Source: an optimization exercise on an open RTL-to-GDS flow (aim: small area). Production flows keep margins and buffers that such runs may drop. Function was checked by simulation only, so behaviour that the tests miss may differ from the original. The clock cells of this run come from the design's own scripts or RTL, not from TritonCTS. No driver is modelled on the clock port, so clock power and skew are understated where the tree is cut down; a real chip needs a root buffer or a tree.

## flow/mantree.tcl

```tcl
# Build a two-level clock tree by hand: the clock port drives one root
# buffer, which drives NLEAF leaf buffers, each feeding the flip-flops of one
# k-means cluster (by placed location) directly.
proc mantree_build { nleaf leaf_cell root_cell } {
  set db [ord::get_db]
  set block [ord::get_db_block]
  set clknet [$block findNet clk]
  set sinks {}
  foreach it [$clknet getITerms] {
    lappend sinks $it
  }
  set pts {}
  foreach it $sinks {
    set b [[$it getInst] getBBox]
    lappend pts [list [expr {([$b xMin] + [$b xMax]) / 2}] [expr {([$b yMin] + [$b yMax]) / 2}]]
  }
  set n [llength $pts]
  # k-means, deterministic init: sinks sorted by x then split evenly
  set order [lsort -integer -indices [lmap p $pts {lindex $p 0}]]
  set cent {}
  for {set k 0} {$k < $nleaf} {incr k} {
    set i [lindex $order [expr {int(($k + 0.5) * $n / $nleaf)}]]
    lappend cent [lindex $pts $i]
  }
  set cap [expr {int(ceil(double($n) / $nleaf)) + 2}]
  for {set iter 0} {$iter < 30} {incr iter} {
    # capacity-limited assignment: closest sink-centroid pairs first
    set pairs {}
    for {set i 0} {$i < $n} {incr i} {
      set p [lindex $pts $i]
      for {set k 0} {$k < $nleaf} {incr k} {
        set c [lindex $cent $k]
        set d [expr {abs([lindex $p 0] - [lindex $c 0]) + abs([lindex $p 1] - [lindex $c 1])}]
        lappend pairs [list $d $i $k]
      }
    }
    set pairs [lsort -real -index 0 $pairs]
    set asg [lrepeat $n -1]
    set cnt [lrepeat $nleaf 0]
    foreach pr $pairs {
      lassign $pr d i k
      if {[lindex $asg $i] >= 0} continue
      if {[lindex $cnt $k] >= $cap} continue
      lset asg $i $k
      lset cnt $k [expr {[lindex $cnt $k] + 1}]
    }
    set newc {}
    for {set k 0} {$k < $nleaf} {incr k} {
      set sx 0; set sy 0; set m 0
      for {set i 0} {$i < $n} {incr i} {
        if {[lindex $asg $i] == $k} {
          set sx [expr {$sx + [lindex $pts $i 0]}]
          set sy [expr {$sy + [lindex $pts $i 1]}]
          incr m
        }
      }
      if {$m > 0} {
        lappend newc [list [expr {$sx / $m}] [expr {$sy / $m}]]
      } else {
        lappend newc [lindex $cent $k]
      }
    }
    set cent $newc
  }
  # root buffer at the centroid of the leaves
  set rx 0; set ry 0
  foreach c $cent { set rx [expr {$rx + [lindex $c 0]}]; set ry [expr {$ry + [lindex $c 1]}] }
  set rx [expr {$rx / $nleaf}]; set ry [expr {$ry / $nleaf}]
  set rmaster [$db findMaster $root_cell]
  set lmaster [$db findMaster $leaf_cell]
  set root [odb::dbInst_create $block $rmaster "clkroot_buf"]
  $root setLocation [expr {int($rx)}] [expr {int($ry)}]
  $root setPlacementStatus PLACED
  set rnet [odb::dbNet_create $block "clk_root"]
  $rnet setSigType CLOCK
  foreach it $sinks { $it disconnect }
  [$root findITerm A] connect $clknet
  [$root findITerm X] connect $rnet
  for {set k 0} {$k < $nleaf} {incr k} {
    set leaf [odb::dbInst_create $block $lmaster "clkleaf_buf_$k"]
    $leaf setLocation [expr {int([lindex $cent $k 0])}] [expr {int([lindex $cent $k 1])}]
    $leaf setPlacementStatus PLACED
    set lnet [odb::dbNet_create $block "clk_leaf_$k"]
    $lnet setSigType CLOCK
    [$leaf findITerm A] connect $rnet
    [$leaf findITerm X] connect $lnet
    for {set i 0} {$i < $n} {incr i} {
      if {[lindex $asg $i] == $k} {
        [lindex $sinks $i] connect $lnet
      }
    }
  }
  puts "mantree: $n sinks, $nleaf leaves, cluster sizes $cnt"
}
```

## flow/rebuild.tcl

```tcl
# Replace the clock tree that clock_tree_synthesis built with a two-level
# tree (mantree.tcl): every flip-flop clock pin goes back on the clock net,
# the CTS buffers and their nets are removed, then the new tree is built.
proc clktree_rebuild { nleaf leaf_cell root_cell } {
  set block [ord::get_db_block]
  set clknet [$block findNet clk]
  set bufs {}
  foreach inst [$block getInsts] {
    if {[string match "clkbuf_*" [$inst getName]] && [string match "sky130_fd_sc_hd__clkbuf_*" [[$inst getMaster] getName]]} {
      lappend bufs $inst
    }
  }
  set nets {}
  foreach b $bufs {
    set onet [[$b findITerm X] getNet]
    if {$onet ne "NULL"} { lappend nets $onet }
  }
  foreach onet $nets {
    foreach it [$onet getITerms] {
      set inst [$it getInst]
      if {[lsearch -exact $bufs $inst] >= 0} continue
      $it disconnect
      $it connect $clknet
    }
  }
  foreach b $bufs { odb::dbInst_destroy $b }
  foreach onet $nets { odb::dbNet_destroy $onet }
  puts "clktree_rebuild: removed [llength $bufs] CTS buffers"
  mantree_build $nleaf $leaf_cell $root_cell
}
```

## constraint.sdc

```tcl
create_clock -name core_clock -period 13.0 [get_ports {clk}]
set_input_delay 2.6000 -clock core_clock [delete_from_list [all_inputs] [get_ports {clk}]]
set_output_delay 2.6000 -clock core_clock [all_outputs]
set_load 0.01 [all_outputs]
```

## flow/run.sh

```bash
#!/bin/bash
# The standard layout (bash standard.sh) with these changes:
#  - port buffers (one per input and output port, as standard) use buf_1 cells;
#  - after clock tree synthesis, its tree is replaced (POST_CTS_TCL hook) by a
#    two-level tree: clk -> one clkbuf_8 -> 9 clkbuf_8, each driving the
#    flip-flops of one placement cluster (flow/mantree.tcl, flow/rebuild.tcl).
# standard.sh's output goes to standard_flow.log; ORFS's per-step logs stay in orfs/logs.
set -euo pipefail
FLOWDIR="$PWD/flow"
cat > "$PWD/post_cts.tcl" <<EOF
source $FLOWDIR/mantree.tcl
source $FLOWDIR/rebuild.tcl
clktree_rebuild 9 sky130_fd_sc_hd__clkbuf_8 sky130_fd_sc_hd__clkbuf_8
detailed_placement
check_placement -verbose
estimate_parasitics -placement
report_worst_slack -max
report_worst_slack -min
EOF
export POST_CTS_TCL="$PWD/post_cts.tcl"
export BUFFER_PORTS_ARGS="-buffer_cell sky130_fd_sc_hd__buf_1"
export CTS_ARGS="-sink_clustering_enable -repair_clock_nets -buf_list sky130_fd_sc_hd__clkbuf_8 -dont_use_dummy_load"
bash standard.sh > standard_flow.log 2>&1
```

## standard.sh

```bash
#!/bin/bash
# synth_recipe.tcl (not shown) runs the flow's synth.tcl, then flattens the netlist and writes it again
# the make line also repeats each setting of config.mk as NAME=value (left out here)
make -C /OpenROAD-flow-scripts/flow DESIGN_CONFIG=/design/flow/config.mk WORK_HOME=/design/flow/orfs CLKGATE_MAP_FILE= SYNTH_SCRIPT=/design/flow/synth_recipe.tcl "${@:-finish}"
```

## config.mk

```make
export PLATFORM = sky130hd
export DESIGN_NAME = fir_filter
export DESIGN_NICKNAME = fir_filter
export VERILOG_FILES = /design/flow/design.v
export SDC_FILE = /design/flow/constraint.sdc
export NUM_CORES = 4
export LEC_CHECK = 0
export CAP_MARGIN = 20
export CORE_MARGIN = 2
export CORE_UTILIZATION = 72
export GPL_TIMING_DRIVEN = 0
export SLEW_MARGIN = 20
export SYNTH_HIERARCHICAL = 1
```

## design.v

```verilog
module fir_filter(clk,reset,data_in,data_out);
input clk,reset;
input signed [15:0] data_in;  
output reg signed [15:0] data_out;  
reg [15:0] x0, x1, x2, x3, x4, x5, x6, x7;
wire [15:0] y;
always @(posedge clk or posedge reset)
  if (reset) begin
    x0 <= 0; x1 <= 0; x2 <= 0; x3 <= 0;
    x4 <= 0; x5 <= 0; x6 <= 0; x7 <= 0;
    data_out <= 0;
  end else begin
    x0 <= data_in; x1 <= x0; x2 <= x1; x3 <= x2;
    x4 <= x3; x5 <= x4; x6 <= x5; x7 <= x6;
    data_out <= y;
  end
  wire n1 = x1[0] ^ x6[0];
  wire n2 = x1[0] & x6[0];
  wire n3, n4;
  fir_fa u_n3 (.a(x1[1]), .b(x6[1]), .c(n2), .s(n3), .co(n4));
  wire n5, n6;
  fir_fa u_n5 (.a(x1[2]), .b(x6[2]), .c(n4), .s(n5), .co(n6));
  wire n7, n8;
  fir_fa u_n7 (.a(x1[3]), .b(x6[3]), .c(n6), .s(n7), .co(n8));
  wire n9, n10;
  fir_fa u_n9 (.a(x1[4]), .b(x6[4]), .c(n8), .s(n9), .co(n10));
  wire n11, n12;
  fir_fa u_n11 (.a(x1[5]), .b(x6[5]), .c(n10), .s(n11), .co(n12));
  wire n13, n14;
  fir_fa u_n13 (.a(x1[6]), .b(x6[6]), .c(n12), .s(n13), .co(n14));
  wire n15, n16;
  fir_fa u_n15 (.a(x1[7]), .b(x6[7]), .c(n14), .s(n15), .co(n16));
  wire n17, n18;
  fir_fa u_n17 (.a(x1[8]), .b(x6[8]), .c(n16), .s(n17), .co(n18));
  wire n19, n20;
  fir_fa u_n19 (.a(x1[9]), .b(x6[9]), .c(n18), .s(n19), .co(n20));
  wire n21, n22;
  fir_fa u_n21 (.a(x1[10]), .b(x6[10]), .c(n20), .s(n21), .co(n22));
  wire n23, n24;
  fir_fa u_n23 (.a(x1[11]), .b(x6[11]), .c(n22), .s(n23), .co(n24));
  wire n25, n26;
  fir_fa u_n25 (.a(x1[12]), .b(x6[12]), .c(n24), .s(n25), .co(n26));
  wire n27, n28;
  fir_fa u_n27 (.a(x1[13]), .b(x6[13]), .c(n26), .s(n27), .co(n28));
  wire n29, n30;
  fir_fa u_n29 (.a(x1[14]), .b(x6[14]), .c(n28), .s(n29), .co(n30));
  wire n31, n32;
  fir_fa u_n31 (.a(x1[15]), .b(x6[15]), .c(~n30), .s(n31), .co(n32));
  wire n33 = 1'b1 ^ x2[0] ^ x5[0];
  wire n34 = (1'b1 & x2[0]) | (1'b1 & x5[0]) | (x2[0] & x5[0]);
  wire n35, n36;
  fir_fa u_n35 (.a(x2[1]), .b(x5[1]), .c(n34), .s(n35), .co(n36));
  wire n37, n38;
  fir_fa u_n37 (.a(x2[2]), .b(x5[2]), .c(n36), .s(n37), .co(n38));
  wire n39, n40;
  fir_fa u_n39 (.a(x2[3]), .b(x5[3]), .c(n38), .s(n39), .co(n40));
  wire n41, n42;
  fir_fa u_n41 (.a(x2[4]), .b(x5[4]), .c(n40), .s(n41), .co(n42));
  wire n43, n44;
  fir_fa u_n43 (.a(x2[5]), .b(x5[5]), .c(n42), .s(n43), .co(n44));
  wire n45, n46;
  fir_fa u_n45 (.a(x2[6]), .b(x5[6]), .c(n44), .s(n45), .co(n46));
  wire n47, n48;
  fir_fa u_n47 (.a(x2[7]), .b(x5[7]), .c(n46), .s(n47), .co(n48));
  wire n49, n50;
  fir_fa u_n49 (.a(x2[8]), .b(x5[8]), .c(n48), .s(n49), .co(n50));
  wire n51, n52;
  fir_fa u_n51 (.a(x2[9]), .b(x5[9]), .c(n50), .s(n51), .co(n52));
  wire n53, n54;
  fir_fa u_n53 (.a(x2[10]), .b(x5[10]), .c(n52), .s(n53), .co(n54));
  wire n55, n56;
  fir_fa u_n55 (.a(x2[11]), .b(x5[11]), .c(n54), .s(n55), .co(n56));
  wire n57, n58;
  fir_fa u_n57 (.a(x2[12]), .b(x5[12]), .c(n56), .s(n57), .co(n58));
  wire n59, n60;
  fir_fa u_n59 (.a(x2[13]), .b(x5[13]), .c(n58), .s(n59), .co(n60));
  wire n61, n62;
  fir_fa u_n61 (.a(x2[14]), .b(x5[14]), .c(n60), .s(n61), .co(n62));
  wire n63, n64;
  fir_fa u_n63 (.a(x2[15]), .b(x5[15]), .c(~n62), .s(n63), .co(n64));
  wire n65 = x3[0] ^ x4[0];
  wire n66 = x3[0] & x4[0];
  wire n67, n68;
  fir_fa u_n67 (.a(x3[1]), .b(x4[1]), .c(n66), .s(n67), .co(n68));
  wire n69, n70;
  fir_fa u_n69 (.a(x3[2]), .b(x4[2]), .c(n68), .s(n69), .co(n70));
  wire n71, n72;
  fir_fa u_n71 (.a(x3[3]), .b(x4[3]), .c(n70), .s(n71), .co(n72));
  wire n73, n74;
  fir_fa u_n73 (.a(x3[4]), .b(x4[4]), .c(n72), .s(n73), .co(n74));
  wire n75, n76;
  fir_fa u_n75 (.a(x3[5]), .b(x4[5]), .c(n74), .s(n75), .co(n76));
  wire n77, n78;
  fir_fa u_n77 (.a(x3[6]), .b(x4[6]), .c(n76), .s(n77), .co(n78));
  wire n79, n80;
  fir_fa u_n79 (.a(x3[7]), .b(x4[7]), .c(n78), .s(n79), .co(n80));
  wire n81, n82;
  fir_fa u_n81 (.a(x3[8]), .b(x4[8]), .c(n80), .s(n81), .co(n82));
  wire n83, n84;
  fir_fa u_n83 (.a(x3[9]), .b(x4[9]), .c(n82), .s(n83), .co(n84));
  wire n85, n86;
  fir_fa u_n85 (.a(x3[10]), .b(x4[10]), .c(n84), .s(n85), .co(n86));
  wire n87, n88;
  fir_fa u_n87 (.a(x3[11]), .b(x4[11]), .c(n86), .s(n87), .co(n88));
  wire n89, n90;
  fir_fa u_n89 (.a(x3[12]), .b(x4[12]), .c(n88), .s(n89), .co(n90));
  wire n91, n92;
  fir_fa u_n91 (.a(x3[13]), .b(x4[13]), .c(n90), .s(n91), .co(n92));
  wire n93, n94;
  fir_fa u_n93 (.a(x3[14]), .b(x4[14]), .c(n92), .s(n93), .co(n94));
  wire n95, n96;
  fir_fa u_n95 (.a(x3[15]), .b(x4[15]), .c(~n94), .s(n95), .co(n96));
  wire n97 = ~x0[0] ^ n33;
  wire n98 = ~x0[0] & n33;
  wire n99, n100;
  fir_fa u_n99 (.a(~x0[1]), .b(n98), .c(n35), .s(n99), .co(n100));
  wire n101, n102;
  fir_fa u_n101 (.a(~x0[2]), .b(n37), .c(n100), .s(n101), .co(n102));
  wire n103, n104;
  fir_fa u_n103 (.a(~x0[3]), .b(n39), .c(n102), .s(n103), .co(n104));
  wire n105, n106;
  fir_fa u_n105 (.a(~x0[4]), .b(n41), .c(n104), .s(n105), .co(n106));
  wire n107, n108;
  fir_fa u_n107 (.a(~x0[5]), .b(n43), .c(n106), .s(n107), .co(n108));
  wire n109, n110;
  fir_fa u_n109 (.a(~x0[6]), .b(n45), .c(n108), .s(n109), .co(n110));
  wire n111, n112;
  fir_fa u_n111 (.a(~x0[7]), .b(n47), .c(n110), .s(n111), .co(n112));
  wire n113, n114;
  fir_fa u_n113 (.a(~x0[8]), .b(n49), .c(n112), .s(n113), .co(n114));
  wire n115, n116;
  fir_fa u_n115 (.a(~x0[9]), .b(n51), .c(n114), .s(n115), .co(n116));
  wire n117, n118;
  fir_fa u_n117 (.a(~x0[10]), .b(n53), .c(n116), .s(n117), .co(n118));
  wire n119, n120;
  fir_fa u_n119 (.a(~x0[11]), .b(n55), .c(n118), .s(n119), .co(n120));
  wire n121, n122;
  fir_fa u_n121 (.a(~x0[12]), .b(n57), .c(n120), .s(n121), .co(n122));
  wire n123, n124;
  fir_fa u_n123 (.a(~x0[13]), .b(n59), .c(n122), .s(n123), .co(n124));
  wire n125, n126;
  fir_fa u_n125 (.a(~x0[14]), .b(n61), .c(n124), .s(n125), .co(n126));
  wire n127, n128;
  fir_fa u_n127 (.a(x0[15]), .b(~n63), .c(n126), .s(n127), .co(n128));
  wire n129 = ~n64 ^ n128;
  wire n130 = ~n64 & n128;
  wire n131 = x0[3] ^ n1;
  wire n132 = x0[3] & n1;
  wire n133, n134;
  fir_fa u_n133 (.a(x0[4]), .b(n132), .c(n3), .s(n133), .co(n134));
  wire n135, n136;
  fir_fa u_n135 (.a(x0[5]), .b(n5), .c(n134), .s(n135), .co(n136));
  wire n137, n138;
  fir_fa u_n137 (.a(x0[6]), .b(n7), .c(n136), .s(n137), .co(n138));
  wire n139, n140;
  fir_fa u_n139 (.a(x0[7]), .b(n9), .c(n138), .s(n139), .co(n140));
  wire n141, n142;
  fir_fa u_n141 (.a(x0[8]), .b(n11), .c(n140), .s(n141), .co(n142));
  wire n143, n144;
  fir_fa u_n143 (.a(x0[9]), .b(n13), .c(n142), .s(n143), .co(n144));
  wire n145, n146;
  fir_fa u_n145 (.a(x0[10]), .b(n15), .c(n144), .s(n145), .co(n146));
  wire n147, n148;
  fir_fa u_n147 (.a(x0[11]), .b(n17), .c(n146), .s(n147), .co(n148));
  wire n149, n150;
  fir_fa u_n149 (.a(x0[12]), .b(n19), .c(n148), .s(n149), .co(n150));
  wire n151, n152;
  fir_fa u_n151 (.a(x0[13]), .b(n21), .c(n150), .s(n151), .co(n152));
  wire n153, n154;
  fir_fa u_n153 (.a(x0[14]), .b(n23), .c(n152), .s(n153), .co(n154));
  wire n155, n156;
  fir_fa u_n155 (.a(~x0[15]), .b(n25), .c(n154), .s(n155), .co(n156));
  wire n157 = n27 ^ n156;
  wire n158 = n27 & n156;
  wire n159 = n158 ^ n29;
  wire n160 = n158 & n29;
  wire n161 = n160 ^ ~n31;
  wire n162 = n160 & ~n31;
  wire n163 = ~n32 ^ n162;
  wire n164 = ~n32 & n162;
  wire n165 = 1'b1 ^ x7[0] ^ n3;
  wire n166 = (1'b1 & x7[0]) | (1'b1 & n3) | (x7[0] & n3);
  wire n167, n168;
  fir_fa u_n167 (.a(x7[1]), .b(n5), .c(n166), .s(n167), .co(n168));
  wire n169, n170;
  fir_fa u_n169 (.a(x7[2]), .b(n7), .c(n168), .s(n169), .co(n170));
  wire n171, n172;
  fir_fa u_n171 (.a(x7[3]), .b(n9), .c(n170), .s(n171), .co(n172));
  wire n173, n174;
  fir_fa u_n173 (.a(x7[4]), .b(n11), .c(n172), .s(n173), .co(n174));
  wire n175, n176;
  fir_fa u_n175 (.a(x7[5]), .b(n13), .c(n174), .s(n175), .co(n176));
  wire n177, n178;
  fir_fa u_n177 (.a(x7[6]), .b(n15), .c(n176), .s(n177), .co(n178));
  wire n179, n180;
  fir_fa u_n179 (.a(x7[7]), .b(n17), .c(n178), .s(n179), .co(n180));
  wire n181, n182;
  fir_fa u_n181 (.a(x7[8]), .b(n19), .c(n180), .s(n181), .co(n182));
  wire n183, n184;
  fir_fa u_n183 (.a(x7[9]), .b(n21), .c(n182), .s(n183), .co(n184));
  wire n185, n186;
  fir_fa u_n185 (.a(x7[10]), .b(n23), .c(n184), .s(n185), .co(n186));
  wire n187, n188;
  fir_fa u_n187 (.a(x7[11]), .b(n25), .c(n186), .s(n187), .co(n188));
  wire n189, n190;
  fir_fa u_n189 (.a(x7[12]), .b(n27), .c(n188), .s(n189), .co(n190));
  wire n191, n192;
  fir_fa u_n191 (.a(x7[13]), .b(n29), .c(n190), .s(n191), .co(n192));
  wire n193, n194;
  fir_fa u_n193 (.a(x7[14]), .b(n192), .c(~n31), .s(n193), .co(n194));
  wire n195, n196;
  fir_fa u_n195 (.a(x7[15]), .b(n32), .c(~n194), .s(n195), .co(n196));
  wire n197 = 1'b1 ^ x7[0] ^ n97;
  wire n198 = (1'b1 & x7[0]) | (1'b1 & n97) | (x7[0] & n97);
  wire n199, n200;
  fir_fa u_n199 (.a(x7[1]), .b(n198), .c(n99), .s(n199), .co(n200));
  wire n201, n202;
  fir_fa u_n201 (.a(x7[2]), .b(n200), .c(n101), .s(n201), .co(n202));
  wire n203, n204;
  fir_fa u_n203 (.a(x7[3]), .b(n202), .c(n103), .s(n203), .co(n204));
  wire n205, n206;
  fir_fa u_n205 (.a(x7[4]), .b(n204), .c(n105), .s(n205), .co(n206));
  wire n207, n208;
  fir_fa u_n207 (.a(x7[5]), .b(n206), .c(n107), .s(n207), .co(n208));
  wire n209, n210;
  fir_fa u_n209 (.a(x7[6]), .b(n208), .c(n109), .s(n209), .co(n210));
  wire n211, n212;
  fir_fa u_n211 (.a(x7[7]), .b(n210), .c(n111), .s(n211), .co(n212));
  wire n213, n214;
  fir_fa u_n213 (.a(x7[8]), .b(n212), .c(n113), .s(n213), .co(n214));
  wire n215, n216;
  fir_fa u_n215 (.a(x7[9]), .b(n214), .c(n115), .s(n215), .co(n216));
  wire n217, n218;
  fir_fa u_n217 (.a(x7[10]), .b(n216), .c(n117), .s(n217), .co(n218));
  wire n219, n220;
  fir_fa u_n219 (.a(x7[11]), .b(n218), .c(n119), .s(n219), .co(n220));
  wire n221, n222;
  fir_fa u_n221 (.a(x7[12]), .b(n220), .c(n121), .s(n221), .co(n222));
  wire n223, n224;
  fir_fa u_n223 (.a(x7[13]), .b(n222), .c(n123), .s(n223), .co(n224));
  wire n225, n226;
  fir_fa u_n225 (.a(x7[14]), .b(n224), .c(n125), .s(n225), .co(n226));
  wire n227, n228;
  fir_fa u_n227 (.a(~x7[15]), .b(n226), .c(n127), .s(n227), .co(n228));
  wire n229 = n65 ^ n99;
  wire n230 = n65 & n99;
  wire n231, n232;
  fir_fa u_n231 (.a(n67), .b(n230), .c(n101), .s(n231), .co(n232));
  wire n233, n234;
  fir_fa u_n233 (.a(n69), .b(n232), .c(n103), .s(n233), .co(n234));
  wire n235, n236;
  fir_fa u_n235 (.a(n71), .b(n234), .c(n105), .s(n235), .co(n236));
  wire n237, n238;
  fir_fa u_n237 (.a(n73), .b(n236), .c(n107), .s(n237), .co(n238));
  wire n239, n240;
  fir_fa u_n239 (.a(n75), .b(n238), .c(n109), .s(n239), .co(n240));
  wire n241, n242;
  fir_fa u_n241 (.a(n77), .b(n240), .c(n111), .s(n241), .co(n242));
  wire n243, n244;
  fir_fa u_n243 (.a(n79), .b(n242), .c(n113), .s(n243), .co(n244));
  wire n245, n246;
  fir_fa u_n245 (.a(n81), .b(n244), .c(n115), .s(n245), .co(n246));
  wire n247, n248;
  fir_fa u_n247 (.a(n83), .b(n246), .c(n117), .s(n247), .co(n248));
  wire n249, n250;
  fir_fa u_n249 (.a(n85), .b(n248), .c(n119), .s(n249), .co(n250));
  wire n251, n252;
  fir_fa u_n251 (.a(n87), .b(n250), .c(n121), .s(n251), .co(n252));
  wire n253, n254;
  fir_fa u_n253 (.a(n89), .b(n252), .c(n123), .s(n253), .co(n254));
  wire n255, n256;
  fir_fa u_n255 (.a(n91), .b(n254), .c(n125), .s(n255), .co(n256));
  wire n257, n258;
  fir_fa u_n257 (.a(n93), .b(n256), .c(n127), .s(n257), .co(n258));
  wire n259, n260;
  fir_fa u_n259 (.a(~n95), .b(n129), .c(n258), .s(n259), .co(n260));
  wire n261, n262;
  fir_fa u_n261 (.a(~n96), .b(n130), .c(n260), .s(n261), .co(n262));
  wire n263 = 1'b1 ^ x0[0] ^ n201;
  wire n264 = (1'b1 & x0[0]) | (1'b1 & n201) | (x0[0] & n201);
  wire n265, n266;
  fir_fa u_n265 (.a(x0[1]), .b(n264), .c(n203), .s(n265), .co(n266));
  wire n267, n268;
  fir_fa u_n267 (.a(x0[2]), .b(n266), .c(n205), .s(n267), .co(n268));
  wire n269, n270;
  fir_fa u_n269 (.a(n131), .b(n268), .c(n207), .s(n269), .co(n270));
  wire n271, n272;
  fir_fa u_n271 (.a(n133), .b(n270), .c(n209), .s(n271), .co(n272));
  wire n273, n274;
  fir_fa u_n273 (.a(n135), .b(n272), .c(n211), .s(n273), .co(n274));
  wire n275, n276;
  fir_fa u_n275 (.a(n137), .b(n274), .c(n213), .s(n275), .co(n276));
  wire n277, n278;
  fir_fa u_n277 (.a(n139), .b(n276), .c(n215), .s(n277), .co(n278));
  wire n279, n280;
  fir_fa u_n279 (.a(n141), .b(n278), .c(n217), .s(n279), .co(n280));
  wire n281, n282;
  fir_fa u_n281 (.a(n143), .b(n280), .c(n219), .s(n281), .co(n282));
  wire n283 = n145 ^ n221;
  wire n284 = n145 & n221;
  wire n285, n286;
  fir_fa u_n285 (.a(n147), .b(n284), .c(n223), .s(n285), .co(n286));
  wire n287, n288;
  fir_fa u_n287 (.a(n149), .b(n286), .c(n225), .s(n287), .co(n288));
  wire n289, n290;
  fir_fa u_n289 (.a(n151), .b(n288), .c(n227), .s(n289), .co(n290));
  wire n291, n292;
  fir_fa u_n291 (.a(n153), .b(n129), .c(n228), .s(n291), .co(n292));
  wire n293 = n290 ^ n291;
  wire n294 = n290 & n291;
  wire n295, n296;
  fir_fa u_n295 (.a(n155), .b(n130), .c(n292), .s(n295), .co(n296));
  wire n297 = n294 ^ n295;
  wire n298 = n294 & n295;
  wire n299 = ~(n1 | n199);
  wire n300, n301;
  fir_fa u_n300 (.a(n97), .b(n165), .c(~n299), .s(n300), .co(n301));
  wire n302 = ~(n300 | n263);
  wire n303 = 1'b0 ^ x0[0] ^ n167;
  wire n304 = (1'b0 & x0[0]) | (1'b0 & n167) | (x0[0] & n167);
  wire n305, n306;
  fir_fa u_n305 (.a(n229), .b(n303), .c(n301), .s(n305), .co(n306));
  wire n307 = (~n302 & n305) | (~n302 & n265) | (n305 & n265);
  wire n308, n309;
  fir_fa u_n308 (.a(x0[1]), .b(~n65), .c(n1), .s(n308), .co(n309));
  wire n310, n311;
  fir_fa u_n310 (.a(n308), .b(n304), .c(n169), .s(n310), .co(n311));
  wire n312, n313;
  fir_fa u_n312 (.a(n231), .b(n310), .c(n306), .s(n312), .co(n313));
  wire n314 = (n312 & n267) | (n312 & n307) | (n267 & n307);
  wire n315, n316;
  fir_fa u_n315 (.a(x0[2]), .b(~n67), .c(n309), .s(n315), .co(n316));
  wire n317, n318;
  fir_fa u_n317 (.a(n165), .b(n197), .c(n315), .s(n317), .co(n318));
  wire n319, n320;
  fir_fa u_n319 (.a(n317), .b(n171), .c(n311), .s(n319), .co(n320));
  wire n321, n322;
  fir_fa u_n321 (.a(n233), .b(n319), .c(n313), .s(n321), .co(n322));
  wire n323 = (n321 & n314) | (n321 & n269) | (n314 & n269);
  wire n324, n325;
  fir_fa u_n324 (.a(n131), .b(~n69), .c(n316), .s(n324), .co(n325));
  wire n326, n327;
  fir_fa u_n326 (.a(n167), .b(n318), .c(n324), .s(n326), .co(n327));
  wire n328, n329;
  fir_fa u_n328 (.a(n199), .b(n326), .c(n173), .s(n328), .co(n329));
  wire n330, n331;
  fir_fa u_n330 (.a(n320), .b(n328), .c(n235), .s(n330), .co(n331));
  wire n332, n333;
  fir_fa u_n332 (.a(n322), .b(n330), .c(n323), .s(n332), .co(n333));
  wire n334 = ~(n271 | n332);
  wire n335, n336;
  fir_fa u_n335 (.a(n133), .b(~n71), .c(n325), .s(n335), .co(n336));
  wire n337, n338;
  fir_fa u_n337 (.a(n169), .b(n327), .c(n335), .s(n337), .co(n338));
  wire n339, n340;
  fir_fa u_n339 (.a(n337), .b(n263), .c(n175), .s(n339), .co(n340));
  wire n341, n342;
  fir_fa u_n341 (.a(n329), .b(n339), .c(n331), .s(n341), .co(n342));
  wire n343, n344;
  fir_fa u_n343 (.a(n237), .b(n341), .c(n333), .s(n343), .co(n344));
  wire n345 = (n273 & ~n334) | (n273 & n343) | (~n334 & n343);
  wire n346, n347;
  fir_fa u_n346 (.a(n1), .b(n135), .c(~n73), .s(n346), .co(n347));
  wire n348, n349;
  fir_fa u_n348 (.a(n336), .b(n346), .c(n171), .s(n348), .co(n349));
  wire n350, n351;
  fir_fa u_n350 (.a(n338), .b(n348), .c(n265), .s(n350), .co(n351));
  wire n352, n353;
  fir_fa u_n352 (.a(n340), .b(n177), .c(n350), .s(n352), .co(n353));
  wire n354, n355;
  fir_fa u_n354 (.a(n342), .b(n239), .c(n352), .s(n354), .co(n355));
  wire n356, n357;
  fir_fa u_n356 (.a(n354), .b(n344), .c(n275), .s(n356), .co(n357));
  wire n358 = ~(n345 | n356);
  wire n359, n360;
  fir_fa u_n359 (.a(n165), .b(n137), .c(n347), .s(n359), .co(n360));
  wire n361, n362;
  fir_fa u_n361 (.a(n359), .b(n349), .c(n173), .s(n361), .co(n362));
  wire n363, n364;
  fir_fa u_n363 (.a(n361), .b(n351), .c(n267), .s(n363), .co(n364));
  wire n365, n366;
  fir_fa u_n365 (.a(n179), .b(n353), .c(n363), .s(n365), .co(n366));
  wire n367, n368;
  fir_fa u_n367 (.a(n241), .b(n355), .c(n365), .s(n367), .co(n368));
  wire n369, n370;
  fir_fa u_n369 (.a(n367), .b(n357), .c(n277), .s(n369), .co(n370));
  wire n371 = (n75 & n358) | (n75 & ~n369) | (n358 & ~n369);
  wire n372 = 1'b1 ^ n97 ^ ~n167;
  wire n373 = (1'b1 & n97) | (1'b1 & ~n167) | (n97 & ~n167);
  wire n374, n375;
  fir_fa u_n374 (.a(n372), .b(~n139), .c(n77), .s(n374), .co(n375));
  wire n376, n377;
  fir_fa u_n376 (.a(n360), .b(n175), .c(n362), .s(n376), .co(n377));
  wire n378, n379;
  fir_fa u_n378 (.a(n376), .b(n364), .c(n269), .s(n378), .co(n379));
  wire n380, n381;
  fir_fa u_n380 (.a(n181), .b(n366), .c(n378), .s(n380), .co(n381));
  wire n382, n383;
  fir_fa u_n382 (.a(n243), .b(n368), .c(n380), .s(n382), .co(n383));
  wire n384, n385;
  fir_fa u_n384 (.a(n382), .b(n370), .c(n279), .s(n384), .co(n385));
  wire n386 = (n374 & n371) | (n374 & ~n384) | (n371 & ~n384);
  wire n387, n388;
  fir_fa u_n387 (.a(n229), .b(~n169), .c(n373), .s(n387), .co(n388));
  wire n389, n390;
  fir_fa u_n389 (.a(n387), .b(n79), .c(n375), .s(n389), .co(n390));
  wire n391, n392;
  fir_fa u_n391 (.a(n141), .b(n177), .c(n377), .s(n391), .co(n392));
  wire n393, n394;
  fir_fa u_n393 (.a(n391), .b(n379), .c(n271), .s(n393), .co(n394));
  wire n395, n396;
  fir_fa u_n395 (.a(n183), .b(n381), .c(n393), .s(n395), .co(n396));
  wire n397, n398;
  fir_fa u_n397 (.a(n245), .b(n383), .c(n395), .s(n397), .co(n398));
  wire n399, n400;
  fir_fa u_n399 (.a(n397), .b(n385), .c(n281), .s(n399), .co(n400));
  wire n401 = (n389 & n386) | (n389 & ~n399) | (n386 & ~n399);
  wire n402 = 1'b0 ^ n1 ^ n97;
  wire n403 = (1'b0 & n1) | (1'b0 & n97) | (n1 & n97);
  wire n404, n405;
  fir_fa u_n404 (.a(n402), .b(n171), .c(~n231), .s(n404), .co(n405));
  wire n406, n407;
  fir_fa u_n406 (.a(~n388), .b(n404), .c(n143), .s(n406), .co(n407));
  wire n408, n409;
  fir_fa u_n408 (.a(n81), .b(n390), .c(~n406), .s(n408), .co(n409));
  wire n410, n411;
  fir_fa u_n410 (.a(n179), .b(n392), .c(~n408), .s(n410), .co(n411));
  wire n412, n413;
  fir_fa u_n412 (.a(n410), .b(n394), .c(n273), .s(n412), .co(n413));
  wire n414, n415;
  fir_fa u_n414 (.a(n185), .b(n396), .c(n412), .s(n414), .co(n415));
  wire n416, n417;
  fir_fa u_n416 (.a(n247), .b(n398), .c(n414), .s(n416), .co(n417));
  wire n418, n419;
  fir_fa u_n418 (.a(n416), .b(n282), .c(n283), .s(n418), .co(n419));
  wire n420 = (n400 & n418) | (n400 & ~n401) | (n418 & ~n401);
  wire n421 = 1'b0 ^ n403 ^ n165;
  wire n422 = (1'b0 & n403) | (1'b0 & n165) | (n403 & n165);
  wire n423, n424;
  fir_fa u_n423 (.a(n421), .b(n229), .c(n173), .s(n423), .co(n424));
  wire n425, n426;
  fir_fa u_n425 (.a(~n233), .b(n405), .c(n423), .s(n425), .co(n426));
  wire n427, n428;
  fir_fa u_n427 (.a(n145), .b(n407), .c(~n83), .s(n427), .co(n428));
  wire n429, n430;
  fir_fa u_n429 (.a(n425), .b(n427), .c(n181), .s(n429), .co(n430));
  wire n431, n432;
  fir_fa u_n431 (.a(~n409), .b(n411), .c(n429), .s(n431), .co(n432));
  wire n433, n434;
  fir_fa u_n433 (.a(n431), .b(n413), .c(n187), .s(n433), .co(n434));
  wire n435, n436;
  fir_fa u_n435 (.a(n275), .b(n415), .c(n433), .s(n435), .co(n436));
  wire n437, n438;
  fir_fa u_n437 (.a(n249), .b(n417), .c(n435), .s(n437), .co(n438));
  wire n439, n440;
  fir_fa u_n439 (.a(n437), .b(n419), .c(n285), .s(n439), .co(n440));
  wire n441 = ~(n439 | n420);
  wire n442, n443;
  fir_fa u_n442 (.a(~n97), .b(n167), .c(n422), .s(n442), .co(n443));
  wire n444, n445;
  fir_fa u_n444 (.a(n442), .b(n231), .c(n175), .s(n444), .co(n445));
  wire n446, n447;
  fir_fa u_n446 (.a(n424), .b(n444), .c(n426), .s(n446), .co(n447));
  wire n448, n449;
  fir_fa u_n448 (.a(n235), .b(~n147), .c(n85), .s(n448), .co(n449));
  wire n450, n451;
  fir_fa u_n450 (.a(n428), .b(n446), .c(n183), .s(n450), .co(n451));
  wire n452, n453;
  fir_fa u_n452 (.a(n430), .b(n450), .c(n432), .s(n452), .co(n453));
  wire n454, n455;
  fir_fa u_n454 (.a(n452), .b(n189), .c(n434), .s(n454), .co(n455));
  wire n456, n457;
  fir_fa u_n456 (.a(n277), .b(n436), .c(n454), .s(n456), .co(n457));
  wire n458, n459;
  fir_fa u_n458 (.a(n438), .b(n456), .c(n251), .s(n458), .co(n459));
  wire n460, n461;
  fir_fa u_n460 (.a(n458), .b(n440), .c(n287), .s(n460), .co(n461));
  wire n462 = (n448 & n441) | (n448 & ~n460) | (n441 & ~n460);
  wire n463, n464;
  fir_fa u_n463 (.a(~n229), .b(n169), .c(n443), .s(n463), .co(n464));
  wire n465, n466;
  fir_fa u_n465 (.a(n463), .b(n233), .c(n445), .s(n465), .co(n466));
  wire n467, n468;
  fir_fa u_n467 (.a(n177), .b(n465), .c(n447), .s(n467), .co(n468));
  wire n469, n470;
  fir_fa u_n469 (.a(n237), .b(n87), .c(n449), .s(n469), .co(n470));
  wire n471, n472;
  fir_fa u_n471 (.a(n149), .b(n467), .c(n185), .s(n471), .co(n472));
  wire n473, n474;
  fir_fa u_n473 (.a(n451), .b(n471), .c(n453), .s(n473), .co(n474));
  wire n475, n476;
  fir_fa u_n475 (.a(n473), .b(n191), .c(n455), .s(n475), .co(n476));
  wire n477, n478;
  fir_fa u_n477 (.a(n279), .b(n457), .c(n475), .s(n477), .co(n478));
  wire n479, n480;
  fir_fa u_n479 (.a(n477), .b(n459), .c(n253), .s(n479), .co(n480));
  wire n481, n482;
  fir_fa u_n481 (.a(~n469), .b(n479), .c(n461), .s(n481), .co(n482));
  wire n483, n484;
  fir_fa u_n483 (.a(n289), .b(~n462), .c(n481), .s(n483), .co(n484));
  wire n485, n486;
  fir_fa u_n485 (.a(n171), .b(~n231), .c(n464), .s(n485), .co(n486));
  wire n487, n488;
  fir_fa u_n487 (.a(n485), .b(n235), .c(n466), .s(n487), .co(n488));
  wire n489, n490;
  fir_fa u_n489 (.a(n179), .b(n487), .c(n468), .s(n489), .co(n490));
  wire n491, n492;
  fir_fa u_n491 (.a(n239), .b(n89), .c(n470), .s(n491), .co(n492));
  wire n493, n494;
  fir_fa u_n493 (.a(n151), .b(n489), .c(n187), .s(n493), .co(n494));
  wire n495, n496;
  fir_fa u_n495 (.a(n472), .b(n493), .c(n474), .s(n495), .co(n496));
  wire n497, n498;
  fir_fa u_n497 (.a(~n491), .b(n495), .c(n476), .s(n497), .co(n498));
  wire n499, n500;
  fir_fa u_n499 (.a(n193), .b(n281), .c(n478), .s(n499), .co(n500));
  wire n501, n502;
  fir_fa u_n501 (.a(n497), .b(n499), .c(n480), .s(n501), .co(n502));
  wire n503, n504;
  fir_fa u_n503 (.a(n255), .b(n501), .c(n293), .s(n503), .co(n504));
  wire n505, n506;
  fir_fa u_n505 (.a(n482), .b(n503), .c(n484), .s(n505), .co(n506));
  wire n507, n508;
  fir_fa u_n507 (.a(n173), .b(~n233), .c(n486), .s(n507), .co(n508));
  wire n509, n510;
  fir_fa u_n509 (.a(n507), .b(n237), .c(n488), .s(n509), .co(n510));
  wire n511, n512;
  fir_fa u_n511 (.a(n181), .b(n509), .c(n490), .s(n511), .co(n512));
  wire n513, n514;
  fir_fa u_n513 (.a(n241), .b(n91), .c(n492), .s(n513), .co(n514));
  wire n515, n516;
  fir_fa u_n515 (.a(n153), .b(n511), .c(n189), .s(n515), .co(n516));
  wire n517, n518;
  fir_fa u_n517 (.a(n494), .b(n515), .c(n496), .s(n517), .co(n518));
  wire n519, n520;
  fir_fa u_n519 (.a(~n513), .b(n282), .c(n517), .s(n519), .co(n520));
  wire n521, n522;
  fir_fa u_n521 (.a(n283), .b(n498), .c(~n195), .s(n521), .co(n522));
  wire n523, n524;
  fir_fa u_n523 (.a(n519), .b(n500), .c(n521), .s(n523), .co(n524));
  wire n525, n526;
  fir_fa u_n525 (.a(n502), .b(n257), .c(n523), .s(n525), .co(n526));
  wire n527, n528;
  fir_fa u_n527 (.a(n525), .b(n297), .c(n504), .s(n527), .co(n528));
  wire n529, n530;
  fir_fa u_n529 (.a(n175), .b(~n235), .c(n508), .s(n529), .co(n530));
  wire n531, n532;
  fir_fa u_n531 (.a(n529), .b(n239), .c(n510), .s(n531), .co(n532));
  wire n533, n534;
  fir_fa u_n533 (.a(n183), .b(n531), .c(n512), .s(n533), .co(n534));
  wire n535, n536;
  fir_fa u_n535 (.a(n243), .b(n93), .c(n514), .s(n535), .co(n536));
  wire n537, n538;
  fir_fa u_n537 (.a(n155), .b(n157), .c(n533), .s(n537), .co(n538));
  wire n539, n540;
  fir_fa u_n539 (.a(n191), .b(n516), .c(n537), .s(n539), .co(n540));
  wire n541, n542;
  fir_fa u_n541 (.a(~n535), .b(n539), .c(n518), .s(n541), .co(n542));
  wire n543, n544;
  fir_fa u_n543 (.a(~n196), .b(n520), .c(n541), .s(n543), .co(n544));
  wire n545, n546;
  fir_fa u_n545 (.a(n522), .b(n285), .c(n543), .s(n545), .co(n546));
  wire n547, n548;
  fir_fa u_n547 (.a(n524), .b(n545), .c(n526), .s(n547), .co(n548));
  wire n549, n550;
  fir_fa u_n549 (.a(n259), .b(n296), .c(n547), .s(n549), .co(n550));
  wire n551, n552;
  fir_fa u_n551 (.a(n298), .b(n549), .c(n528), .s(n551), .co(n552));
  wire n553 = 1'b0 ^ n177 ^ n530;
  wire n554 = (1'b0 & n177) | (1'b0 & n530) | (n177 & n530);
  wire n555, n556;
  fir_fa u_n555 (.a(~n237), .b(n553), .c(n241), .s(n555), .co(n556));
  wire n557, n558;
  fir_fa u_n557 (.a(n532), .b(n185), .c(n555), .s(n557), .co(n558));
  wire n559, n560;
  fir_fa u_n559 (.a(n157), .b(n534), .c(n557), .s(n559), .co(n560));
  wire n561, n562;
  fir_fa u_n561 (.a(n159), .b(n95), .c(n538), .s(n561), .co(n562));
  wire n563, n564;
  fir_fa u_n563 (.a(n245), .b(n536), .c(~n559), .s(n563), .co(n564));
  wire n565, n566;
  fir_fa u_n565 (.a(n540), .b(n561), .c(n193), .s(n565), .co(n566));
  wire n567, n568;
  fir_fa u_n567 (.a(~n563), .b(n542), .c(n565), .s(n567), .co(n568));
  wire n569, n570;
  fir_fa u_n569 (.a(n544), .b(n567), .c(n287), .s(n569), .co(n570));
  wire n571, n572;
  fir_fa u_n571 (.a(n546), .b(n569), .c(n548), .s(n571), .co(n572));
  wire n573, n574;
  fir_fa u_n573 (.a(n261), .b(n550), .c(n571), .s(n573), .co(n574));
  wire n575 = 1'b0 ^ n179 ^ n554;
  wire n576 = (1'b0 & n179) | (1'b0 & n554) | (n179 & n554);
  wire n577, n578;
  fir_fa u_n577 (.a(n575), .b(n243), .c(n556), .s(n577), .co(n578));
  wire n579, n580;
  fir_fa u_n579 (.a(n187), .b(n558), .c(n577), .s(n579), .co(n580));
  wire n581, n582;
  fir_fa u_n581 (.a(~n239), .b(n159), .c(n96), .s(n581), .co(n582));
  wire n583, n584;
  fir_fa u_n583 (.a(~n247), .b(n560), .c(n579), .s(n583), .co(n584));
  wire n585, n586;
  fir_fa u_n585 (.a(n161), .b(n581), .c(n562), .s(n585), .co(n586));
  wire n587, n588;
  fir_fa u_n587 (.a(~n564), .b(n583), .c(n585), .s(n587), .co(n588));
  wire n589, n590;
  fir_fa u_n589 (.a(n566), .b(~n195), .c(n587), .s(n589), .co(n590));
  wire n591, n592;
  fir_fa u_n591 (.a(n568), .b(n589), .c(n570), .s(n591), .co(n592));
  wire n593, n594;
  fir_fa u_n593 (.a(n289), .b(n262), .c(n591), .s(n593), .co(n594));
  wire n595, n596;
  fir_fa u_n595 (.a(n572), .b(n593), .c(n574), .s(n595), .co(n596));
  wire n597, n598;
  fir_fa u_n597 (.a(n181), .b(n576), .c(~n241), .s(n597), .co(n598));
  wire n599, n600;
  fir_fa u_n599 (.a(n597), .b(n578), .c(n245), .s(n599), .co(n600));
  wire n601, n602;
  fir_fa u_n601 (.a(n189), .b(n580), .c(n599), .s(n601), .co(n602));
  wire n603, n604;
  fir_fa u_n603 (.a(n161), .b(n582), .c(~n249), .s(n603), .co(n604));
  wire n605, n606;
  fir_fa u_n605 (.a(n584), .b(n601), .c(n163), .s(n605), .co(n606));
  wire n607, n608;
  fir_fa u_n607 (.a(n586), .b(n603), .c(n605), .s(n607), .co(n608));
  wire n609, n610;
  fir_fa u_n609 (.a(~n196), .b(n588), .c(n607), .s(n609), .co(n610));
  wire n611, n612;
  fir_fa u_n611 (.a(n590), .b(n609), .c(n293), .s(n611), .co(n612));
  wire n613, n614;
  fir_fa u_n613 (.a(n592), .b(n611), .c(n594), .s(n613), .co(n614));
  wire n615, n616;
  fir_fa u_n615 (.a(n183), .b(~n243), .c(n598), .s(n615), .co(n616));
  wire n617, n618;
  fir_fa u_n617 (.a(n615), .b(n600), .c(n247), .s(n617), .co(n618));
  wire n619, n620;
  fir_fa u_n619 (.a(n191), .b(n602), .c(n617), .s(n619), .co(n620));
  wire n621, n622;
  fir_fa u_n621 (.a(n164), .b(n163), .c(n604), .s(n621), .co(n622));
  wire n623, n624;
  fir_fa u_n623 (.a(~n251), .b(n619), .c(n606), .s(n623), .co(n624));
  wire n625, n626;
  fir_fa u_n625 (.a(n621), .b(n608), .c(n623), .s(n625), .co(n626));
  wire n627, n628;
  fir_fa u_n627 (.a(n625), .b(n610), .c(n297), .s(n627), .co(n628));
  wire n629, n630;
  fir_fa u_n629 (.a(n612), .b(n627), .c(n614), .s(n629), .co(n630));
  wire n631, n632;
  fir_fa u_n631 (.a(n185), .b(~n245), .c(n616), .s(n631), .co(n632));
  wire n633, n634;
  fir_fa u_n633 (.a(n157), .b(n631), .c(n618), .s(n633), .co(n634));
  wire n635, n636;
  fir_fa u_n635 (.a(n249), .b(n164), .c(n193), .s(n635), .co(n636));
  wire n637, n638;
  fir_fa u_n637 (.a(n620), .b(n633), .c(n635), .s(n637), .co(n638));
  wire n639, n640;
  fir_fa u_n639 (.a(n622), .b(~n253), .c(n624), .s(n639), .co(n640));
  wire n641, n642;
  fir_fa u_n641 (.a(n637), .b(n626), .c(n639), .s(n641), .co(n642));
  wire n643, n644;
  fir_fa u_n643 (.a(n641), .b(n296), .c(n298), .s(n643), .co(n644));
  wire n645, n646;
  fir_fa u_n645 (.a(n628), .b(n643), .c(n630), .s(n645), .co(n646));
  wire n647, n648;
  fir_fa u_n647 (.a(n187), .b(n159), .c(n632), .s(n647), .co(n648));
  wire n649, n650;
  fir_fa u_n649 (.a(~n247), .b(n647), .c(n634), .s(n649), .co(n650));
  wire n651, n652;
  fir_fa u_n651 (.a(n251), .b(n636), .c(~n195), .s(n651), .co(n652));
  wire n653, n654;
  fir_fa u_n653 (.a(n649), .b(n638), .c(n651), .s(n653), .co(n654));
  wire n655, n656;
  fir_fa u_n655 (.a(~n255), .b(n640), .c(n653), .s(n655), .co(n656));
  wire n657, n658;
  fir_fa u_n657 (.a(n642), .b(n655), .c(n644), .s(n657), .co(n658));
  wire n659 = 1'b0 ^ n189 ^ n648;
  wire n660 = (1'b0 & n189) | (1'b0 & n648) | (n189 & n648);
  wire n661, n662;
  fir_fa u_n661 (.a(n161), .b(~n249), .c(n659), .s(n661), .co(n662));
  wire n663, n664;
  fir_fa u_n663 (.a(~n196), .b(n650), .c(n253), .s(n663), .co(n664));
  wire n665, n666;
  fir_fa u_n665 (.a(n661), .b(n652), .c(n663), .s(n665), .co(n666));
  wire n667, n668;
  fir_fa u_n667 (.a(n654), .b(~n257), .c(n665), .s(n667), .co(n668));
  wire n669, n670;
  fir_fa u_n669 (.a(n656), .b(n667), .c(n658), .s(n669), .co(n670));
  wire n671, n672;
  fir_fa u_n671 (.a(n191), .b(n163), .c(n660), .s(n671), .co(n672));
  wire n673, n674;
  fir_fa u_n673 (.a(~n251), .b(n671), .c(n662), .s(n673), .co(n674));
  wire n675, n676;
  fir_fa u_n675 (.a(n255), .b(n664), .c(n673), .s(n675), .co(n676));
  wire n677, n678;
  fir_fa u_n677 (.a(n666), .b(n675), .c(~n259), .s(n677), .co(n678));
  wire n679, n680;
  fir_fa u_n679 (.a(n668), .b(n677), .c(n670), .s(n679), .co(n680));
  wire n681 = 1'b0 ^ n164 ^ n193;
  wire n682 = (1'b0 & n164) | (1'b0 & n193) | (n164 & n193);
  wire n683, n684;
  fir_fa u_n683 (.a(n672), .b(n681), .c(~n253), .s(n683), .co(n684));
  wire n685, n686;
  fir_fa u_n685 (.a(n674), .b(n683), .c(n257), .s(n685), .co(n686));
  wire n687, n688;
  fir_fa u_n687 (.a(n676), .b(n685), .c(n678), .s(n687), .co(n688));
  wire n689, n690;
  fir_fa u_n689 (.a(~n261), .b(n687), .c(n680), .s(n689), .co(n690));
  wire n691 = 1'b1 ^ ~n682 ^ n195;
  wire n692 = (1'b1 & ~n682) | (1'b1 & n195) | (~n682 & n195);
  wire n693, n694;
  fir_fa u_n693 (.a(n691), .b(n255), .c(~n684), .s(n693), .co(n694));
  wire n695, n696;
  fir_fa u_n695 (.a(~n693), .b(n686), .c(n259), .s(n695), .co(n696));
  wire n697, n698;
  fir_fa u_n697 (.a(~n262), .b(n695), .c(n688), .s(n697), .co(n698));
  wire n699, n700;
  fir_fa u_n699 (.a(n196), .b(n692), .c(n257), .s(n699), .co(n700));
  wire n701, n702;
  fir_fa u_n701 (.a(n694), .b(n699), .c(~n261), .s(n701), .co(n702));
  wire n703, n704;
  fir_fa u_n703 (.a(n696), .b(~n701), .c(n698), .s(n703), .co(n704));
  wire n705 = n700 ^ n259 ^ ~n262;
  wire n706 = n702 ^ n705 ^ ~n704;
  wire n707 = n506 ^ n527;
  wire n708 = ~(n506 | n527);
  wire n709 = ~n551 ^ n708;
  wire n710 = ~n551 & n708;
  wire n711, n712;
  fir_fa u_n711 (.a(n552), .b(n573), .c(~n710), .s(n711), .co(n712));
  wire n713 = n595 ^ n712;
  wire n714 = ~(n595 | n712);
  wire n715, n716;
  fir_fa u_n715 (.a(n596), .b(n613), .c(~n714), .s(n715), .co(n716));
  wire n717 = n629 ^ n716;
  wire n718 = ~(n629 | n716);
  wire n719 = ~n645 ^ n718;
  wire n720 = ~n645 & n718;
  wire n721 = n646 ^ n657;
  wire n722 = ~(n646 | n657);
  wire n723 = ~n669 ^ n722;
  wire n724 = ~n669 & n722;
  wire n725 = ~n679 ^ n724;
  wire n726 = ~n679 & n724;
  wire n727 = ~n689 ^ n726;
  wire n728 = ~n689 & n726;
  wire n729, n730;
  fir_fa u_n729 (.a(n690), .b(n697), .c(~n728), .s(n729), .co(n730));
  wire n731 = n703 ^ n730;
  wire n732 = ~(n703 | n730);
  wire n733 = n706 ^ n732;
  wire n734 = n646 ^ n657 ^ 1'b0;
  wire n735 = (n646 & n657) | (n646 & 1'b0) | (n657 & 1'b0);
  wire n736 = n669 ^ n735;
  wire n737 = ~(n669 | n735);
  wire n738 = ~n679 ^ n737;
  wire n739 = ~n679 & n737;
  wire n740 = ~n689 ^ n739;
  wire n741 = ~n689 & n739;
  wire n742, n743;
  fir_fa u_n742 (.a(n690), .b(n697), .c(~n741), .s(n742), .co(n743));
  wire n744 = n703 ^ n743;
  wire n745 = ~(n703 | n743);
  wire n746 = n706 ^ n745;
  wire n747 = n720 ? ~n734 : n721;
  wire n748 = n720 ? n736 : n723;
  wire n749 = n720 ? n738 : n725;
  wire n750 = n720 ? n740 : n727;
  wire n751 = n720 ? n742 : n729;
  wire n752 = n720 ? n744 : n731;
  wire n753 = n720 ? n746 : n733;
  assign y = {n753, n752, ~n751, n750, n749, n748, n747, n719, n717, ~n715, n713, ~n711, n709, n707, ~n505, ~n483};
endmodule
module fir_fa(a, b, c, s, co);
input a, b, c;
output s, co;
assign s = a ^ b ^ c;
assign co = (a & b) | (a & c) | (b & c);
endmodule
```

==> impl_metrics.py <==
metrics = {
    "timing": {
        "max-slew-margin-rel_pct": 69.8,
        "tns_ns": 0,
        "setup_viol": 0,
        "tightest_slew_ns": 0.454,
        "worst_slack_ns": 0.384,
        "finalCriticalPeriod_ns": 12.62,
        "clock_skew_ns": 0.0280,
        "fin_crit_sh_pct": 97.0,
        "slew_viol_final": 0,
        "finalHoldViolCount": 0,
        "max_clock_freq_ghz": 0.0793,
    },
    "synthesis": {
        "synth_simple_gate_area_share_pct": 0.570,
        "synth_enable_flop_cells": 0,
        "synth_common_cells": "323 x fa_1, 144 x dfrtp_1, 110 x inv_1",
        "syn_area_per_cell_um2": 17.2,
        "yosysMostFrequentCell": "fa_1",
        "ys_ff_latch": 144,
        "synth_area_leaders": "fa_1 58%, dfrtp_1 32%, ha_1 3.9%",
        "netlist_area_um2": 11200,
        "async_flop_share_pct": 100,
        "synth.distinct_cells": 24,
        "netlist.area_leader.share_pct": 57.7,
        "synth_cells": 650,
        "synth_mux_area_share_pct": 0.402,
        "ys_warn_count": 7,
        "yosysTopAreaCell": "fa_1",
        "synth_nets": 1026,
        "synthFlopType": "dfrtp_1",
        "synth_compound_area_share_pct": 0.659,
        "synth_top_family_by_area": "adder cells",
        "ys_seq_area_share_pct": 32.2,
        "synth-xor-area-share_pct": 0.704,
        "synth_fa_ha_area_share_pct": 61.7,
    },
    "worst_setup_path": {
        "cp.required_ns": 13.30,
        "crit_path_start_kind": "flop",
        "setup.worst_path.class": "reg -> reg",
        "cp-end-kind": "flop",
        "critPathBufInv": 9,
        "r2r_slack_ns": 0.38,
        "reg2reg_depth": 41,
        "arrival_ns": 12.91,
        "cp_top_family": "adder cells",
        "crit_slowest_cell": "fa_1",
        "crit_fanout": 5,
        "reg2reg_to": "data_out[15]$_DFF_PP0_",
        "cpMostUsedCell": "fa_1",
        "r2r-start": "x2[0]$_DFF_PP0_",
        "cpPeakStageDelay_ns": 0.65,
    },
    "cts": {
        "cts.clk_slew.worst_paths_ns": 0.07,
        "cts.sinks": 144,
        "clk_latency_ns": 0.43,
    },
    "grt": {
        "antenna_found_initial": 0,
        "gr-total-overflow": 0,
        "grt_start_max_net_pins": 77,
        "grt_first_pass_wirelength_mm": 33.4,
        "grt_usage_pct": 27.8,
        "grt_pass1_vias": 6084,
    },
    "route": {
        "vias": 5113,
        "viasPerCell": 5.65,
        "drt_iter0_markers": 213,
        "ant_nets": 0,
        "dr.pass1.iters": 4,
        "finalWirelength_mm": 20.6,
        "wire_per_inst_um": 22.8,
        "drc": 0,
    },
    "worst_hold_path": {
        "hp-class": "reg -> reg",
        "whs_path_depth": 0,
        "hold_path_end": "x6[0]$_DFF_PP0_",
        "min_from": "x5[0]$_DFF_PP0_",
    },
    "floorplanning": {
        "start_util_pct": 73.7,
        "design.die.area_um2": 16600,
        "coreArea_um2": 15200,
        "die_w_um": 129,
        "io_pins": 34,
        "num_rows": 45,
        "die_h_um": 129,
    },
    "placed_design": {
        "dpl_worst_slack_ns": -0.442,
        "globalplace.congestion": 0.962,
        "hpwl_mm": 17.7,
        "numPortBuffers": 33,
    },
    "outcome": {
        "status": "finished clean",
    },
    "finish": {
        "layout-drive-gt1-share_pct": 16.2,
        "n_antenna_cell": 0,
        "synthToLayoutAreaGrowth_pct": 8.17,
        "nFillCells": 840,
        "nNetsFinal": 1095,
    },
    "run": {
        "max_cap_viol_count": 0,
    },
}
==> Yosys stat by module (local to each module, per instance) <==
module,flops+latches,cells,cell area [µm²],times used
fir_fa,0,1,20.0,323
fir_filter,144,327,4740,1
==> how the worst max path moves through the flow <==
stage / start / endpoint / slack, ns / cells past startpoint
3_5_place_dp: x1[0]$_DFF_PP0_ / data_out[15]$_DFF_PP0_ / -0.44 / 40
5_1_grt: x2[0]$_DFF_PP0_ / data_out[15]$_DFF_PP0_ / -0.02 / 41
3_3_place_gp: x1[0]$_DFF_PP0_ / data_out[15]$_DFF_PP0_ / -0.28 / 40
2_1_floorplan: x1[0]$_DFF_PP0_ / data_out[15]$_DFF_PP0_ / 0.41 / 40
6_report: x2[0]$_DFF_PP0_ / data_out[15]$_DFF_PP0_ / 0.38 / 41
==> cell type report <==
type	instances	area (µm²)	area share (%)
Inverter	110	420	3.47
Timing Repair Buffer	57	324	2.67
Buffer	11	149	1.23
Tap cell	188	235	1.94
Multi-Input combinational cell	395	7390	61.0
Sequential cell	144	3600	29.7
==> sequential cells by signal, indices dropped and copies added, names as in the netlist <==
| name | flops |
|---|---|
| x0 | 16 |
| x1 | 16 |
| data_out | 16 |
| x5 | 16 |
| x2 | 16 |
| x3 | 16 |
| x7 | 16 |
| x4 | 16 |
| x6 | 16 |
==> placed cells by master, fill, tap and decap left out, types with 2 or more instances in the layout <==
cell and instances:
mux2i_1 2, xor2_1 2, a31oi_1 2, inv_1 108, o22ai_1 3, nand2_1 4
clkbuf_8 10, nor2_1 3, xnor2_1 6, nand2b_1 2, dfrtp_1 144, fa_2 73
nor2b_1 2, buf_4 23, fa_1 250, buf_1 33, ha_1 34
==> stage by stage <==
step           util (%)  hold slack [ns]  cells  area, µm²
2_1_floorplan         -            0.354    650      11200
3_3_place_gp       76.1            0.370    871      11600
3_5_place_dp       76.3            0.365    872      11600
5_1_grt            79.7            0.401    905      12100
6_report           79.7            0.384    905      12100
==> kinds of logic (layout without fill, tap and decap cells) <==
kind of cell	after synthesis	after routing
AO/OA/AOI/OAI	10	10
AND/OR/NAND/NOR	13	13
XOR/XNOR	9	9
adder cells (fa/ha/maj)	359	359
multiplexers	4	4
buffers and inverters	111	178
flip-flops	144	144
==> metal layers <==
layer	GRT usage [%]	vias up	wire length (µm)
met1	44.2	2892	8680
li1	-	2050	-
met2	43.4	155	10300
met4	3.58	0	269
met5	0	-	0
met3	5.28	16	1350

## separate check: timing with driven ports
The flow's constraints put no driver on any port. The routed layout listed below was extracted and timed again, unchanged, in two steps.
Step 1, drivers: a clkbuf_16 drives clk and a buf_2 each remaining input, both assumed.
Step 2 times the ports against the registers' clock, not the clock port: input delays grow and output delays shrink by t, the midpoint of the rising clock arrivals with the driver on.
Three values: ideal ports, drivers, drivers and shift; two values: the first two.
t (ns): 0.454
setup slack, ns: 0.384 / 0.384 / 0.384
worst slew at a driven data input, ns: 0.03
After both steps setup and hold are still met in this run. The setup slack of this run moves by 0.000 ns with the drivers and by 0.000 ns with both steps.
